Context: an optimization exercise on an open-source flow, tuned for small area. The choices shown serve that exercise and are no tape-out recipe. The RTL was checked by simulation tests, not by an equivalence proof against the original design. No driver is modelled on the clock port, so clocking that relies on it looks cheaper here than on a real chip. Power is estimated from default activity; no workload was simulated.

==> run G: inputs <==
==> flow/design.v (excerpt) <==
module RISCtop(
    input  [15:0] data_from_rom,
    input         reset,
    input         clk,
    input  [15:0] data_from_ram,
    output [5:0]  address_to_rom,
    output        enable_to_rom,
    output [15:0] data_to_ram,
    output        write_enable_to_ram,
    output        read_enable_to_ram,
    output [5:0]  address_to_ram,
    output        enable_ram_read
    );
    reg        state;       
    reg  [5:0] pc;
    reg        h;           
    reg [15:0] storage;     
    reg [15:0] fields;      
    reg  [3:0] c_op, c_d, c_s, c_t;  
    reg  [7:0] offset;
    reg [15:0] A, B;        
    wire       Z = (A == 16'd0);
    wire [3:0] fop = fields[15:12];
    wire hold  = (fop == 4'd15) && (storage[11:8] != 4'd0);
    wire RW   = (c_op[3] == 1'b0) || (c_op == 4'd8) || (c_op == 4'd9) || (c_op == 4'd12) || (c_op == 4'd13);
    wire wram = (c_op == 4'd10);
    wire rram = (c_op == 4'd9) || (c_op == 4'd12);
    wire jl    = (fop == 4'd13);
    wire take  = (fop == 4'd11 && Z) || (fop == 4'd12 && !Z) || fop == 4'd13 || fop == 4'd14;
    wire ex    = state && !hold;       
    wire k_pc  = (!state && !h) || (state && hold);
    wire k_inc = (!state && h) || (ex && !take && fop != 4'd15);
    wire k_tgt = ex && take;
    wire k_a   = ex && fop == 4'd15;
    wire k_off = !ex;
    wire k_imm = ex && fop == 4'd8;
    wire k_lnk = ex && jl;
  ...
==> module RISCtop, before the edit <==
module RISCtop(
    input  [15:0] data_from_rom,
    input         reset,
    input         clk,
    input  [15:0] data_from_ram,
    output [5:0]  address_to_rom,
    output        enable_to_rom,
    output [15:0] data_to_ram,
    output        write_enable_to_ram,
    output        read_enable_to_ram,
    output [5:0]  address_to_ram,
    output        enable_ram_read
    );
    reg        state;       
    reg  [5:0] pc;
    reg        h;           
    reg [15:0] storage;     
    reg [15:0] fields;      
    reg  [3:0] c_op, c_d, c_s, c_t;  
    reg  [7:0] offset;
    reg [15:0] A, B;        
    wire       Z = (A == 16'd0);
    wire [3:0] fop = fields[15:12];
    wire hold  = (fop == 4'd15) && (storage[11:8] != 4'd0);
    wire RW   = (c_op[3] == 1'b0) || (c_op == 4'd8) || (c_op == 4'd9) || (c_op == 4'd12) || (c_op == 4'd13);
    wire wram = (c_op == 4'd10);
    wire rram = (c_op == 4'd9) || (c_op == 4'd12);
    wire jl    = (fop == 4'd13);
    wire take  = (fop == 4'd11 && Z) || (fop == 4'd12 && !Z) || fop == 4'd13 || fop == 4'd14;
    wire ex    = state && !hold;       
    wire k_pc  = (!state && !h) || (state && hold);
    wire k_inc = (!state && h) || (ex && !take && fop != 4'd15);
    wire k_tgt = ex && take;
    wire k_a   = ex && fop == 4'd15;
    wire k_off = !ex;
    wire k_imm = ex && fop == 4'd8;
    wire k_lnk = ex && jl;
    wire [5:0] pc_n;
    wire [7:0] off_n;
    pc_next pn(.pc(pc), .offset(offset), .imm(storage[7:0]), .a5(A[5:0]),
               .jl(jl), .njl(!jl), .k_pc(k_pc), .k_inc(k_inc), .k_tgt(k_tgt), .k_a(k_a),
               .k_off(k_off), .k_imm(k_imm), .k_lnk(k_lnk), .clr(reset),
               .pc_n(pc_n), .off_n(off_n));
    always @(posedge clk) begin
        pc     <= pc_n;
        offset <= off_n;
        h      <= !reset && state && hold;
        state  <= !reset && !state;
    end
    always @(posedge clk) storage <= data_from_rom;
    always @(posedge clk) begin
        if (reset) fields <= 16'd0;
        else if (state) fields <= storage;
    end
    always @(posedge clk) begin
        if (reset) begin
            c_op <= 4'd0; c_d <= 4'd0; c_s <= 4'd0; c_t <= 4'd0;
        end else if (state && !hold) begin
            c_op <= fop;
            c_d  <= fields[11:8];
            c_s  <= (fop == 4'd8 || fop == 4'd13) ? 4'd0 : fields[7:4];
            c_t  <= (fop[3:2] == 2'b00 || fop == 4'd4) ? fields[3:0] : 4'd0;
        end
    end
    wire sub  = (c_op == 4'd1);
    wire en_b = (c_op != 4'd5);
    wire inv  = (c_op == 4'd1) || (c_op == 4'd5);
    wire s_sum = (c_op[3:1] == 3'd0);
    wire s_g   = (c_op == 4'd2) || (c_op == 4'd3);
    wire s_x   = (c_op == 4'd3) || (c_op == 4'd4) || (c_op == 4'd5);
    wire s_l   = (c_op == 4'd6);
    wire s_r   = (c_op == 4'd7);
    wire s_ram = (c_op == 4'd9) || (c_op == 4'd12);
    wire s_off = (c_op == 4'd8) || (c_op == 4'd13);
    wire [15:0] wd;         
    wire [16:0] cy;
    assign cy[0] = sub;
    genvar gi;
    generate for (gi = 0; gi < 16; gi = gi + 1) begin : g_alu
        if (gi < 8) begin : lo
            alu_bit u(.a(A[gi]), .b(B[gi]), .en_b(en_b), .ninv(~inv), .ci(cy[gi]),
                      .al(gi == 0 ? 1'b0 : A[gi == 0 ? 0 : gi-1]), .ar(A[gi+1]),
                      .ram(data_from_ram[gi]), .off(offset[gi]),
                      .s_sum(s_sum), .s_x(s_x), .s_g(s_g), .s_l(s_l), .s_r(s_r), .s_ram(s_ram), .s_off(s_off),
                      .clr(reset), .y(wd[gi]), .co(cy[gi+1]));
        end else begin : hi
            alu_bit_hi u(.a(A[gi]), .b(B[gi]), .en_b(en_b), .ninv(~inv), .ci(cy[gi]),
                      .al(A[gi-1]), .ar(gi == 15 ? 1'b0 : A[gi == 15 ? 15 : gi+1]),
                      .ram(data_from_ram[gi]),
                      .s_sum(s_sum), .s_x(s_x), .s_g(s_g), .s_l(s_l), .s_r(s_r), .s_ram(s_ram),
                      .clr(reset), .y(wd[gi]), .co(cy[gi+1]));
        end
    end endgenerate
    reg [15:0] r [0:15];
    wire [255:0] flat;
    wire [15:0] wen;
    wdec16 dw(.a(c_d), .we(RW), .clr(reset), .en(wen));
    generate for (gi = 0; gi < 16; gi = gi + 1) begin : g_reg
        always @(posedge clk)
            if (wen[gi]) r[gi] <= wd;
        assign flat[gi*16 +: 16] = r[gi];
    end endgenerate
    wire [15:0] sel_s, sel_t;
    dec16 ds(.a(c_s), .en(RW), .y(sel_s));
    dec16 dt(.a(c_t), .en(RW), .y(sel_t));
    wire [15:0] ra, rb;
    RISCregfile port_a(.sel(sel_s), .flat(flat), .hold(!RW), .q(A), .clr(reset), .y(ra));
    RISCregfile port_b(.sel(sel_t), .flat(flat), .hold(!RW), .q(B), .clr(reset), .y(rb));
    always @(posedge clk) begin
        A <= ra;
        B <= rb;
    end
    assign enable_to_rom       = state;
    assign address_to_rom      = (state | h) ? pc : 6'd0;
    assign write_enable_to_ram = wram;
    assign read_enable_to_ram  = rram;
    assign data_to_ram         = wram ? B : data_from_ram;
    assign address_to_ram      = A[5:0];
    assign enable_ram_read     = 1'b0;
endmodule
clock: 10.0 ns
lec_check: 0
abc_area: 0
cap_margin: 10
core_margin: 2
core_utilization: 50
place_density: 0.65
slew_margin: 10
synth_hierarchical: 1
standard.sh (not shown) runs the stock make flow with config.mk's settings and CLKGATE_MAP_FILE= SYNTH_SCRIPT=/design/flow/synth_recipe.tcl, a recipe that flattens the netlist after the stock synthesis.
==> flow/flow/run.sh <==
#!/bin/bash
set -euo pipefail
export BUFFER_PORTS_ARGS="-buffer_cell sky130_fd_sc_hd__buf_1"
export CTS_ARGS="-sink_clustering_enable -repair_clock_nets -dont_use_dummy_load -buf_list {sky130_fd_sc_hd__clkbuf_4} -sink_clustering_size 10 -sink_clustering_max_diameter 40"
export POST_CTS_TCL="$(pwd)/flow/post_cts.tcl"
bash standard.sh > standard_flow.log 2>&1
==> flow/flow/post_cts.tcl <==
# After clock tree synthesis: downsize cells off the critical paths, then
# repair any slew or capacitance violation that this leaves.
estimate_parasitics -placement
repair_timing -recover_power 100 -verbose
repair_design -slew_margin 20 -cap_margin 20 -verbose
detailed_placement
check_placement -verbose
==> inputs of run Z, as changes to run G <==
--- a/flow/design.v
+++ b/flow/design.v
@@ -206,14 +206,19 @@
         h      <= !reset && state && hold;
-        state  <= !reset && !state;
-    end
+    end
+    always @(posedge clk or posedge reset)
+        if (reset) state <= 1'b0;
+        else state <= !state;
     always @(posedge clk) storage <= data_from_rom;
     always @(posedge clk) begin
-        if (reset) fields <= 16'd0;
-        else if (state) fields <= storage;
-    end
-    always @(posedge clk) begin
-        if (reset) begin
-            c_op <= 4'd0; c_d <= 4'd0; c_s <= 4'd0; c_t <= 4'd0;
-        end else if (state && !hold) begin
-            c_op <= fop;
+        if (reset) fields[15:12] <= 4'd0;
+        else if (state) fields[15:12] <= storage[15:12];
+    end
+    always @(posedge clk)
+        if (state) fields[11:0] <= storage[11:0];
+    always @(posedge clk or posedge reset) begin
+        if (reset) c_op <= 4'd0;
+        else if (state && !hold) c_op <= fop;
+    end
+    always @(posedge clk) begin
+        if (state && !hold) begin
             c_d  <= fields[11:8];
==> summary.txt <==
run status = timing/DRC/antenna clean
die width = 178 µm
Seq. cell area = 9870 µm²
worst-path cell chain = nor2b_1 -> nand3b_1 -> nand2_1 -> xor2_1 -> ha_1 -> a21o_1 -> a21o_1 -> a21o_1 -> a21o_1 -> a21o_1 -> a21o_1 -> a21o_1 -> a21o_1 -> a21o_1 -> a21o_1 -> a21o_1 -> a21o_1 -> a21o_1 -> a21o_1 -> a21o_1 -> xor2_1 -> a222oi_1 -> a21oi_1
Seq area share = 60.3%
met3 GRT Util = 10.1%
hold_sp = storage[10]
Critical Path RT = 10290 ps
sw frac = 24.6%
Net Sw Power = 0.000654 W
Slew HR = 18.3%
Vias/cell = 7.42
-- figures above: run Z

==> summary.txt <==
Net Sw Power = 0.000744 W
run status = timing/DRC/antenna clean
hold_sp = fields[11]
Slew HR = 19.7%
Vias/cell = 7.38
met3 GRT Util = 8.12%
sw frac = 26.5%
Seq. cell area = 9610 µm²
Critical Path RT = 10340 ps
Seq area share = 58.6%
-- figures above: run G

==> afterwards: timing with drivers on the ports <==
How much do the figures lean on ideal ports? The routed layouts below were timed once more, with nothing changed but the port constraints.
Step 1: set_driving_cell puts a clkbuf_16 on clk and a buf_2 on each other input, an assumption about the parent block.
Step 2 moves the port delays by t, midway between the first and last clock arrival at a register: inputs arrive t later, outputs are due t later. That takes back most of the time a late clock gives input paths.
Slacks: no drivers / after step 1 / after step 2; pairs: no drivers / after step 1.
| run | t, ns | slack for setup (ns) | worst register clock-pin slew, ns | cell pins on the clock port's net |
|---|---|---|---|---|
| run G | 0.736 | 4.194 / 4.194 / 4.194 | 0.12 / 0.12 | 1 |
| run Z | 0.713 | 3.715 / 3.715 / 3.715 | 0.11 / 0.11 | 1 |
After both steps setup and hold are still met in every run listed.
